This design comes from an exercise in tuning for small area and a short achievable clock period on the open sky130 flow, not from production work. The RTL was checked by simulation tests, not by an equivalence proof against the original design. Power and IR drop assume default switching activity.

==> design.v <==
module fp_abs #(
    parameter WIDTH = 24
)(
    input  wire [WIDTH - 1:0] a,
    output wire [WIDTH - 1:0] result
);
    assign result = {1'b0, a[WIDTH - 2:0]};
endmodule
module fp_neg #(
    parameter WIDTH = 24
)(
    input  wire [WIDTH - 1:0] a,
    output wire [WIDTH - 1:0] result
);
    assign result = {~a[WIDTH - 1], a[WIDTH - 2:0]};
endmodule
module fp_sign #(
    parameter WIDTH = 24
)(
    input  wire logic [WIDTH - 1:0] a,
    output logic [WIDTH - 1:0] result
);
    logic result_sign;
    assign result_sign = a[23];
    always_comb begin
        if (result_sign == 1'b0) begin
            result = 24'h3f8000; 
        end else begin
            result = 24'hbf8000;
        end
    end
endmodule
module fp_misc #(
    parameter WIDTH = 24
)(
    input logic clk,
    input logic [WIDTH - 1:0] a,
    input logic [3:0] opcode,
    output logic [WIDTH - 1:0] result
);
    wire [WIDTH - 1:0] result_neg;  
    wire [WIDTH - 1:0] result_abs;  
    wire [WIDTH - 1:0] result_sign;  
    wire [WIDTH - 1:0] intermmediate_result;
    reg [WIDTH - 1:0] intermmediate_result_reg;
    fp_neg #(.WIDTH(WIDTH)) fp_neg_inst (
        .a(a),
        .result(result_neg)
    );
    fp_abs #(.WIDTH(WIDTH)) fp_abs_inst (
        .a(a),
        .result(result_abs)
    );
    fp_sign #(.WIDTH(WIDTH)) fp_sign_inst (
        .a(a),
        .result(result_sign)
    );
    assign intermmediate_result = (opcode == 4'b0110) ? result_neg :
                    (opcode == 4'b0101) ? result_abs :
                    result_sign;
    always_ff @(posedge clk) begin
        intermmediate_result_reg <= intermmediate_result;
        result <= intermmediate_result_reg;
    end
endmodule
module fp_floor #(
    parameter WIDTH = 24
)(
    input wire [WIDTH-1:0] a,
    output logic [WIDTH-1:0] result
);
    wire sign = a[23];
    wire [7:0] exponent = a[22:15];
    wire [14:0] fraction = a[14:0];
    wire [14:0] mask;
    wire [14:0] inverted_mask;
    wire [14:0] rounded_fraction;
    wire has_fraction;
    assign mask = {
        exponent>8'd127, exponent>8'd128, exponent>8'd129,
        exponent>8'd130, exponent>8'd131, exponent>8'd132, exponent>8'd133,
        exponent>8'd134, exponent>8'd135, exponent>8'd136, exponent>8'd137,
        exponent>8'd138, exponent>8'd139, exponent>8'd140, exponent>8'd141
    };
    assign inverted_mask = ~mask;
    assign rounded_fraction = fraction & mask;
    assign has_fraction = |(fraction & inverted_mask);
    always_comb begin
        if (exponent < 8'd127) begin
            result = sign ? 24'h800000 : 24'h000000;  
        end else if (!sign) begin
            result = {a[23:15], rounded_fraction};
        end else begin
            if (has_fraction) begin
                if (rounded_fraction == 15'b0) begin
                    result = {1'b1, exponent + 8'd1, 15'b0};
                end else begin
                    result = {1'b1, exponent, rounded_fraction} + 24'd1;
                end
            end else begin
                result = a;
            end
        end
    end
endmodule
module fp_ceil #(
    parameter WIDTH = 24
)(
    input wire [WIDTH-1:0] a,
    output logic [WIDTH-1:0] result
);
    wire sign;
    wire [7:0] exponent;
    wire [14:0] fraction;
    wire is_integer;
    wire [7:0] shift_amount;
    wire [14:0] fraction_mask;
    wire has_fraction;
    wire [14:0] increment;
    logic [14:0] new_fraction;
    logic [7:0] new_exponent;
    logic new_sign;
    assign sign = a[23];
    assign exponent = a[22:15];
    assign fraction = a[14:0];
    assign is_integer = (exponent >= 8'd150) || (fraction == 15'b0);
    assign shift_amount = 8'd150 - exponent;
    assign fraction_mask = (15'h7fff >> shift_amount);
    assign has_fraction = (fraction & fraction_mask) != 15'b0;
    assign increment = 15'h4000 >> (8'd14 - shift_amount);
    always_comb begin
        if (is_integer) begin
            {new_sign, new_exponent, new_fraction} = a;
        end else if (!sign && has_fraction) begin
            {new_sign, new_exponent, new_fraction} = {1'b0, exponent, fraction} + {9'b0, increment};
        end else if (sign && has_fraction) begin
            new_sign = 1'b1;
            new_exponent = exponent;
            new_fraction = fraction & ~fraction_mask;
        end else begin
            {new_sign, new_exponent, new_fraction} = a;
        end
    end
    assign result = {new_sign, new_exponent, new_fraction};
endmodule
module fp_std_0 #(
    parameter WIDTH = 24
)(
    input  logic clk_i,
    input  wire [WIDTH - 1:0] a_i,
    input  wire [WIDTH - 1:0] b_i,
    input  wire [3:0]  op_i,
    output logic [WIDTH - 1:0] result_o,
    output logic [16:0] add_result_mantissa_o,
    output logic [15:0] sub_result_mantissa_o,
    output logic max_sign_o,
    output logic min_sign_o,
    output logic [WIDTH - 1:0] max_result_o,
    output logic [WIDTH - 1:0] min_result_o,
    output logic [7:0] max_exponent_o
);
    logic [WIDTH - 1:0] max_result;
    logic [WIDTH - 1:0] min_result;
    logic sign1;
    logic sign2;
    logic [7:0] exp1;
    logic [7:0] exp2;
    logic mantissa_top_bit_1;
    logic mantissa_top_bit_2;
    logic [15:0] mant1;
    logic [15:0] mant2;
    wire a_is_bigger;
    wire [15:0] max_mantissa;
    wire [7:0] max_exponent;
    wire [15:0] min_mantissa;
    wire [7:0] min_exponent;
    wire [7:0] exp_diff;
    wire [15:0] shift_mantissa;
    wire [16:0] add_result_mantissa;
    wire [15:0] sub_result_mantissa;
    wire max_sign;
    wire min_sign;
    assign sign1 = a_i[23];
    assign sign2 = (op_i[2] == 1) ? ~b_i[23] : b_i[23];
    assign exp1 = a_i[22:15];
    assign exp2 = b_i[22:15];
    assign mantissa_top_bit_1 = (exp1 == 0) ? 1'b0 : 1'b1;
    assign mantissa_top_bit_2 = (exp2 == 0) ? 1'b0 : 1'b1;
    assign mant1 = {mantissa_top_bit_1, a_i[14:0]};  
    assign mant2 = {mantissa_top_bit_2, b_i[14:0]}; 
    assign a_is_bigger = (exp1 > exp2) || ((exp1 == exp2) && (mant1 > mant2));
    assign max_mantissa = a_is_bigger ? mant1 : mant2;
    assign max_exponent = a_is_bigger ? exp1 : exp2;
    assign min_mantissa = a_is_bigger ? mant2 : mant1;
    assign min_exponent = a_is_bigger ? exp2 : exp1;
    assign exp_diff = max_exponent - min_exponent;
    assign shift_mantissa = min_mantissa >> exp_diff[3:0];
    assign add_result_mantissa = max_mantissa + shift_mantissa;
    assign sub_result_mantissa = max_mantissa - shift_mantissa;
    assign max_sign = a_is_bigger ? sign1 : sign2;
    assign min_sign = a_is_bigger ? sign2 : sign1;
    always_comb begin
        max_result = 24'b0;
        min_result = 24'b0;
        if (!sign1 && !sign2) begin
            max_result = a_is_bigger ? a_i : b_i;
            min_result = a_is_bigger ? b_i : a_i;
        end else if (!sign1 && sign2) begin
            max_result = a_i;
            min_result = b_i;
        end else if (sign1 && !sign2) begin
            max_result = b_i;
            min_result = a_i;
        end else if (sign1 && sign2) begin
            max_result = a_is_bigger ? b_i : a_i;
            min_result = a_is_bigger ? a_i : b_i;
        end
    end
    assign result_o = '0;
    always_ff @(posedge clk_i) begin
        max_result_o <= max_result;
        min_result_o <= min_result;
        add_result_mantissa_o <= add_result_mantissa;
        sub_result_mantissa_o <= sub_result_mantissa;
        max_sign_o <= max_sign;
        min_sign_o <= min_sign;
        max_exponent_o <= max_exponent;
    end
endmodule
module fp_std_1 #(
    parameter WIDTH = 24
)(
    input logic clk_i,
    input wire [3:0] op_i,
    input logic [WIDTH - 1:0] result_i,
    input logic [16:0] add_result_mantissa_i,
    input logic [15:0] sub_result_mantissa_i,
    input logic max_sign_i,
    input logic min_sign_i,
    input logic [WIDTH - 1:0] max_result_i,
    input logic [WIDTH - 1:0] min_result_i,
    input logic [7:0] max_exponent_i,
    output logic [WIDTH - 1:0] result_o
);
    logic [WIDTH - 1:0] add_sub_result;
    logic [7:0] new_exp_diff;
    wire [4:0] new_exp_diff_w;
    wire [7:0] add_result_exponent;
    wire [15:0] new_sub_result_mantissa;
    wire [7:0] sub_result_exponent;
    assign new_exp_diff_w = new_exp_diff[3:0] + 1;
    assign add_result_exponent = add_result_mantissa_i[16] ? max_exponent_i + 1 : max_exponent_i;
    assign new_sub_result_mantissa = sub_result_mantissa_i << new_exp_diff_w;
    assign sub_result_exponent = max_exponent_i - new_exp_diff;
    always_comb begin
        casez (sub_result_mantissa_i)
            16'b1???????????????: new_exp_diff = 0;
            16'b01??????????????: new_exp_diff = 1;
            16'b001?????????????: new_exp_diff = 2;
            16'b0001????????????: new_exp_diff = 3;
            16'b00001???????????: new_exp_diff = 4;
            16'b000001??????????: new_exp_diff = 5;
            16'b0000001?????????: new_exp_diff = 6;
            16'b00000001????????: new_exp_diff = 7;
            16'b000000001???????: new_exp_diff = 8;
            16'b0000000001??????: new_exp_diff = 9;
            16'b00000000001?????: new_exp_diff = 10;
            16'b000000000001????: new_exp_diff = 11;
            16'b0000000000001???: new_exp_diff = 12;
            16'b00000000000001??: new_exp_diff = 13;
            16'b000000000000001?: new_exp_diff = 14;
            16'b0000000000000001: new_exp_diff = 15;
            default: new_exp_diff = max_exponent_i;
        endcase
    end
    logic [WIDTH - 1:0] result_reg;
    always_ff @(posedge clk_i) begin
        case (op_i[1:0])
            2'b00: result_reg <= max_sign_i == min_sign_i ? {max_sign_i, add_result_exponent, add_result_mantissa_i[16] ? add_result_mantissa_i[15:1] : add_result_mantissa_i[14:0]} : {max_sign_i, sub_result_exponent, new_sub_result_mantissa[15:1]};
            2'b01: result_reg <= max_result_i;
            2'b10: result_reg <= min_result_i;
            default: result_reg <= 24'b0;
        endcase
    end
    assign result_o = result_reg;
endmodule
module fp_addpipe #(
    parameter WIDTH = 24
)(
    input logic clk,
    input logic [WIDTH - 1:0] a,
    input logic [WIDTH - 1:0] b,
    input logic [3:0] opcode,
    output logic [WIDTH - 1:0] result
);
    wire [WIDTH - 1:0] std_result_stage1;
    wire [WIDTH - 1:0] std_result_stage2;
    wire [WIDTH - 1:0] floor_result;
    wire [WIDTH - 1:0] ceil_result;
    reg [WIDTH - 1:0] a_reg, b_reg;
    reg [3:0] opcode_reg;
    reg [3:0] opcode_reg2;
    reg [WIDTH - 1:0] std_result_stage1_reg;
    reg [WIDTH - 1:0] floor_result_reg, ceil_result_reg;
    logic [WIDTH - 1:0] result_o;
    logic [16:0] add_result_mantissa_o;
    logic [15:0] sub_result_mantissa_o;
    logic max_sign_o;
    logic min_sign_o;
    logic [WIDTH - 1:0] max_result_o;
    logic [WIDTH - 1:0] min_result_o;
    logic [7:0] max_exponent_o;
    fp_std_0 #(.WIDTH(WIDTH)) fp_std_0_inst (
        .clk_i(clk),
        .a_i(a),
        .b_i(b),
        .op_i(opcode),
        .result_o(std_result_stage1),
        .add_result_mantissa_o(add_result_mantissa_o),
        .sub_result_mantissa_o(sub_result_mantissa_o),
        .max_sign_o(max_sign_o),
        .min_sign_o(min_sign_o),
        .max_result_o(max_result_o),
        .min_result_o(min_result_o),
        .max_exponent_o(max_exponent_o)
    );
    fp_std_1 #(.WIDTH(WIDTH)) fp_std_1_inst (
        .clk_i(clk),
        .op_i(opcode_reg),
        .result_i(std_result_stage1),
        .add_result_mantissa_i(add_result_mantissa_o),
        .sub_result_mantissa_i(sub_result_mantissa_o),
        .max_sign_i(max_sign_o),
        .min_sign_i(min_sign_o),
        .max_result_i(max_result_o),
        .min_result_i(min_result_o),
        .max_exponent_i(max_exponent_o),
        .result_o(std_result_stage2)
    );
    fp_floor #(.WIDTH(WIDTH)) fp_floor_inst (
        .a(a_reg),
        .result(floor_result)
    );
    fp_ceil #(.WIDTH(WIDTH)) fp_ceil_inst (
        .a(a_reg),
        .result(ceil_result)
    );
    always_ff @(posedge clk) begin
        a_reg <= a;
        b_reg <= b;
        opcode_reg <= opcode;
        opcode_reg2 <= opcode_reg;
        std_result_stage1_reg <= std_result_stage1;
        floor_result_reg <= floor_result;
        ceil_result_reg <= ceil_result;
        case (opcode_reg2)
            4'b0000, 4'b0100, 4'b0001, 4'b0010: result <= std_result_stage2;  
            4'b1000: result <= floor_result_reg;
            4'b1001: result <= ceil_result_reg;
            default: result <= '0;  
        endcase
    end
endmodule
module fp_mul_0 #(
    parameter WIDTH = 24
)(
    input logic clk,
    input  wire [WIDTH - 1:0] a,
    input  wire [WIDTH - 1:0] b,
    output logic [16:0] product_o,
    output logic zero_flag_o,
    output logic sign_xor_o,
    output logic [8:0] sum_exp_o
);
    logic sign1;
    logic sign2;
    logic [7:0] exp1;
    logic [7:0] exp2;
    logic mantissa_top_bit_1;
    logic mantissa_top_bit_2;
    logic [15:0] mant1;
    logic [15:0] mant2;
    logic [31:0] product;
    assign sign1 = a[23];
    assign sign2 = b[23];
    assign exp1 = a[22:15];
    assign exp2 = b[22:15];
    assign mantissa_top_bit_1 = (exp1 == 0) ? 1'b0 : 1'b1;
    assign mantissa_top_bit_2 = (exp2 == 0) ? 1'b0 : 1'b1;
    assign mant1 = {mantissa_top_bit_1, a[14:0]};  
    assign mant2 = {mantissa_top_bit_2, b[14:0]}; 
    assign product = mant1 * mant2;  
    always_ff @(posedge clk) begin
        if (mant1[15] == 0 || mant2[15] == 0) begin
            zero_flag_o <= 1;
        end
        else if (exp1 + exp2 < 128) begin
            zero_flag_o <= 1;
        end else begin
            zero_flag_o <= 0;
        end
        product_o <= product[31:15];  
        sign_xor_o <= sign1 ^ sign2;
        sum_exp_o <= exp1 + exp2;
    end
endmodule
module fp_mul_1 #(
    parameter WIDTH = 24
)(
    input  logic            clk,
    input  wire [16:0]      product_i,
    input  wire             zero_flag_i,
    input  logic            sign_xor_i,
    input  wire [8:0]       sum_exp_i,
    output logic [WIDTH - 1:0] result_o
);
    logic sign_o;
    logic [8:0] exp_o;
    logic [14:0] mant_o;
    always_ff @(posedge clk) begin
        if (!zero_flag_i) begin
            if (product_i[16] == 1) begin
                exp_o <= sum_exp_i - 126;
                mant_o <= product_i[15:1];  
            end
            else begin
                exp_o <= sum_exp_i - 127;
                mant_o <= product_i[14:0];  
            end
            sign_o <= sign_xor_i;
        end else begin
            sign_o <= 0;
            exp_o <= 0;
            mant_o <= 0;
        end
    end
    assign result_o = exp_o > 254 ? 24'h7f8000 : {sign_o, exp_o[7:0], mant_o};
endmodule
module fp_mul #(
    parameter WIDTH = 24
)(
    input logic clk, 
    input wire [WIDTH - 1:0] a,
    input wire [WIDTH - 1:0] b,
    output wire [23:0] result
);
    logic [16:0] product_o;
    logic zero_flag_o;
    logic sign_xor_o;
    logic [8:0] sum_exp_o;
    fp_mul_0 fp_mul_0_inst (
        .clk(clk),
        .a(a),
        .b(b),
        .product_o(product_o),
        .zero_flag_o(zero_flag_o),
        .sign_xor_o(sign_xor_o),
        .sum_exp_o(sum_exp_o)
    );
    fp_mul_1 fp_mul_1_inst (
        .clk(clk),
        .product_i(product_o),
        .zero_flag_i(zero_flag_o),
        .sign_xor_i(sign_xor_o),
        .sum_exp_i(sum_exp_o),
        .result_o(result)
    );
endmodule
module fpu #(
    parameter WIDTH = 24
)(
    input   logic clk,
    input   wire logic [WIDTH - 1:0] a,
    input   wire logic [WIDTH - 1:0] b,
    input   wire logic [3:0]         opcode,
    output  logic [WIDTH - 1:0] result
);
    logic [WIDTH - 1:0] result_std;
    logic [WIDTH - 1:0] result_mul;
    logic [WIDTH - 1:0] result_misc;
    fp_addpipe fp_addpipe_inst (
        .clk(clk),
        .a(a),
        .b(b),
        .opcode(opcode),
        .result(result_std)
    );
    fp_mul fp_mul_inst (
        .clk(clk),
        .a(a),
        .b(b),
        .result(result_mul)
    );
    fp_misc fp_misc_inst (
        .clk(clk),
        .a(a),
        .opcode(opcode),
        .result(result_misc)
    );
    logic [3:0] opcode_d1, opcode_d2, opcode_d3;
    logic [WIDTH - 1:0] result_mul_d;
    logic [WIDTH - 1:0] result_misc_d;
    always_ff @(posedge clk) begin
        opcode_d1 <= opcode;
        opcode_d2 <= opcode_d1;
        opcode_d3 <= opcode_d2;
        result_mul_d <= result_mul;
        result_misc_d <= result_misc;
    end
    always_comb begin
        case(opcode_d3)
            4'b0000, 4'b0100, 4'b0001, 4'b0010, 4'b1000, 4'b1001: result = result_std;
            4'b0011: result = result_mul_d;
            default: result = result_misc_d;
        endcase
    end
endmodule
==> run.sh <==
#!/bin/bash
# synth_recipe.tcl (not shown) runs the flow's synth.tcl, then flattens the netlist and writes it again
# the make line also repeats each setting of config.mk as NAME=value (left out here)
make -C /OpenROAD-flow-scripts/flow DESIGN_CONFIG=/design/flow/config.mk WORK_HOME=/design/flow/orfs CLKGATE_MAP_FILE= SYNTH_SCRIPT=/design/flow/synth_recipe.tcl finish
==> config.mk <==
export PLATFORM = sky130hd
export DESIGN_NAME = fpu
export DESIGN_NICKNAME = fpu
export VERILOG_FILES = /design/flow/design.v
export SDC_FILE = /design/flow/constraint.sdc
export NUM_CORES = 4
export LEC_CHECK = 0
export CAP_MARGIN = 20
export CORE_MARGIN = 2
export CORE_UTILIZATION = 40
export SLEW_MARGIN = 20
==> constraint.sdc <==
create_clock -name core_clock -period 8.5 [get_ports {clk}]
set_input_delay 1.7000 -clock core_clock [delete_from_list [all_inputs] [get_ports {clk}]]
set_output_delay 1.7000 -clock core_clock [all_outputs]
set_load 0.01 [all_outputs]
==> results.txt <==
## what timing repair did
| action | CTS | global route |
|---|---|---|
| setup endpoints to repair | 0 | 13 |
| hold buffers | 0 | 0 |
| gates resized for setup | 0 | 8 |
## metal layers
layer,vias to the layer above,share of wire [%]
met1,10696,44
met5,-,0
li1,10213,-
met4,0,3.0
met3,124,6.1
met2,728,47
## area by class of cell
| type | count | share of cell area (%) |
|---|---|---|
| clock buffers | 47 | 3.27 |
| clock inverters | 21 | 0.816 |
| inverters | 368 | 4.50 |
| multi-input cells | 2068 | 55.3 |
| flip-flops and latches | 371 | 24.2 |
| well taps | 864 | 3.52 |
| repair buffers | 302 | 8.33 |
## layout by cell type (no fill, tap or decap), drive strengths merged, types with 34 or more instances in the layout
cell type / Yosys / layout
and2: 127 / 127
nor2: 199 / 199
mux2: 52 / 52
nand2: 320 / 320
xnor2: 66 / 66
clkdlybuf4s50: 0 / 76
nor3: 39 / 39
mux2i: 85 / 85
xor2: 34 / 34
a21oi: 125 / 125
ha: 210 / 210
buf: 29 / 226
dfxtp: 371 / 371
clkbuf: 128 / 47
fa: 198 / 198
o21ai: 140 / 140
inv: 367 / 368
## cells by family after synthesis
group / after synthesis / synth area share (%)
AOI/OAI and AO/OA: 539 / 13.6
xor gates and xnor gates: 100 / 3.33
and+or+nand+nor: 877 / 16.1
DFF: 371 / 28.2
muxes: 143 / 5.97
adders and majority gates: 409 / 25.1
buffers and inverters: 525 / 7.66
## worst max-delay path by stage
stage                endpoint  slack [ns]  cells past startpoint
floorplan           flip-flop        0.11                     29
global placement    flip-flop       -0.27                     30
detailed placement  flip-flop       -0.47                     30
CTS                 flip-flop        0.06                     30
global route        flip-flop       0.009                     34
finish              flip-flop        0.39                     33
## critical path: cells and delay by family
| family | cells | cell delay, ns |
|---|---|---|
| simple gates | 7 | 1.22 |
| fa+ha+maj | 4 | 1.02 |
| buf+inv | 8 | 1.33 |
| mux | 1 | 0.53 |
| compound gates | 13 | 2.75 |
## per-stage QoR
stage / cells / worst slack, ns / setup TNS (ns)
detailed placement: 3973 / -0.474 / -3.77
floorplan: 2964 / 0.110 / 0
finish: 4041 / 0.388 / 0
global placement: 3973 / -0.268 / -1.71
global route: 4041 / 0.00874 / 0
CTS: 4041 / 0.0579 / 0
## power by group through the flow
stage | Sequential (µW) | Combinational, µW | Clock (µW)
final | 2450 | 6150 | 1660
after global routing | 2480 | 6900 | 1770
after CTS | 2450 | 6190 | 1690
after detailed placement | 2480 | 6150 | 0
after global placement | 2480 | 6060 | 0
after floorplan | 2340 | 3990 | 0
==> flow_summary.toml <==
[outcome]
outcome = "no timing/DRC/antenna violations"

[setup_path]
end_kind = "flip-flop"
cpMostUsedCell = "buf_4"
critPathLaunchType = "input port"
timing.rr.end = "fp_addpipe_inst.ceil_result_reg[14]"
reg2reg_slack_ns = 1.50
r2r_cells = 19
cp_slowest_cell = "mux4_2"
cp_data_arrival_time_ns = 8.56
path_class = "input port to flip-flop"
required_ns = 8.95
crit_fanout = 7
worstReg2RegStart = "fp_addpipe_inst.a_reg[15]"
cp-startpoint = "b[21]"
max_stage_delay_ns = 0.53

[clock_network]
cts_buffers = 38
cts-root-buf = "clkbuf_16"
cts.clk_slew.worst_paths_ns = 0.06
clock_path_buffers = 3
cts_tree = "yes"
cts_max_level = 2
worstSkewPairLatency_ns = 0.56
cts.sink_count = 371
cts_setup_buffers = 0

[floorplanning]
rows = 94
die_area_mm2 = 0.0679
die_h_um = 260
die_w_um = 260
start_util_pct = 40.2
core_mm2 = 0.0654
io_pins = 77

[worst_hold_path]
min_to = "fp_misc_inst.result[16]"
min_from = "fp_misc_inst.intermmediate_result_reg[16]"
hold_class = "flip-flop to flip-flop"
whs_path_depth = 0

[placement]
dpl.hpwl_um = 66000
gp_congestion = 0.936
io_buffers = 76
dpl_cell_area_mm2 = 0.0294

[global_route]
track_usage_pct = 24.9
antenna_found_initial = 0
grt_pass1_vias = 21958
globalRouteMet3Util_pct = 3.30
grt-busiest-layer = "met2"
grt_pass1_wl_um = 130000
grt-ovfl-total = 0
grt_util_met2_pct = 41.1
grtUsageMet1_pct = 33.7
grt_max_degree = 72

[sta]
fin_crit_sh_pct = 95.4
worst_slew_pin_slew_ns = 1.12
fmax_mhz = 123
drv_slew = 0
hold_viol = 0
setup_viol = 0
holdWs_ns = 0.312
period_minus_slack_ns = 8.11
rsz0062_at_grt = "no"
relSlewSlack_pct = 24.9
finClkSkew_ns = 0.0209

[synth]
synth_edf_count = 0
synthTopCellsByCount = "371 x dfxtp_1, 363 x inv_1, 320 x nand2_1"
synthesis.nets = 3425
synthTopCellsByArea = "dfxtp_1 28%, fa_1 15%, ha_1 10%"
syn_avg_cell_area_um2 = 8.88
synth_area_leader_cell = "dfxtp_1"
synthFlopType = "dfxtp_1"
yosysUniqueCellTypes = 99
synth_top_area_share_pct = 28.2
synthArstFlopShare_pct = 0
syn-instance-count = 2964
seq_area_frac_synth_pct = 28.2
yosys_warnings = 10
synth.most_common_cell = "dfxtp_1"
syn-cell-area_mm2 = 0.0263
ys_seq_elements = 371

[detailed_routing]
wire_per_inst_um = 20.8
drtPass1Iterations = 6
detail_route.vias_per_cell = 5.39
routed_wl_um = 83900
ant_nets = 0
drt_iter0_drc = 1642
via_count = 21761
drcViolationCount = 0

[cells_and_area]
num-nets-final = 3610
layout-drive-gt1-share_pct = 12.7
design_area_mm2 = 0.0307
register_area_mm2 = 0.00743
multiInputGateArea_mm2 = 0.0170
fin_util_pct = 46.9
n_fill_cell = 6368
num_antenna_cells = 0
area_growth_pct = 16.6

[pwr]
power_frac_seq_pct = 23.9
p_switching_uw = 4140
p_per_area_mw_per_mm2 = 334
peakVddDrop_mv = 0.442
p_clk_share_pct = 16.2
power.total_uw = 10300
leakage_uw = 0.0142
switching_share_pct = 40.4
p_int_uw = 6110
share_comb_of_total_power_pct = 60.0

[job]
drv_cap = 0

[port drivers added, routing unchanged]
How much do the figures lean on ideal ports? The routed layout below was timed once more, with nothing changed but the port constraints.
Step 1, drivers: a clkbuf_16 drives clk and a buf_2 each remaining input, both assumed.
Step 2 moves the port delays by t, midway between the first and last clock arrival at a register: inputs arrive t later, outputs are due t later. That takes back most of the time a late clock gives input paths.
Three values: ideal, step 1, step 2; two values: the first two.
t, ns: 0.610
setup WS [ns]: 0.388 / 0.413 / -0.197
clock arrival spread, ns: 0.022 / 0.022
pins driven straight from the clock port: 1
Met with ideal ports but missed after step 2: setup timing in this run. For this run, drivers alone change the setup slack by +0.025 ns; drivers and shift together by -0.585 ns.
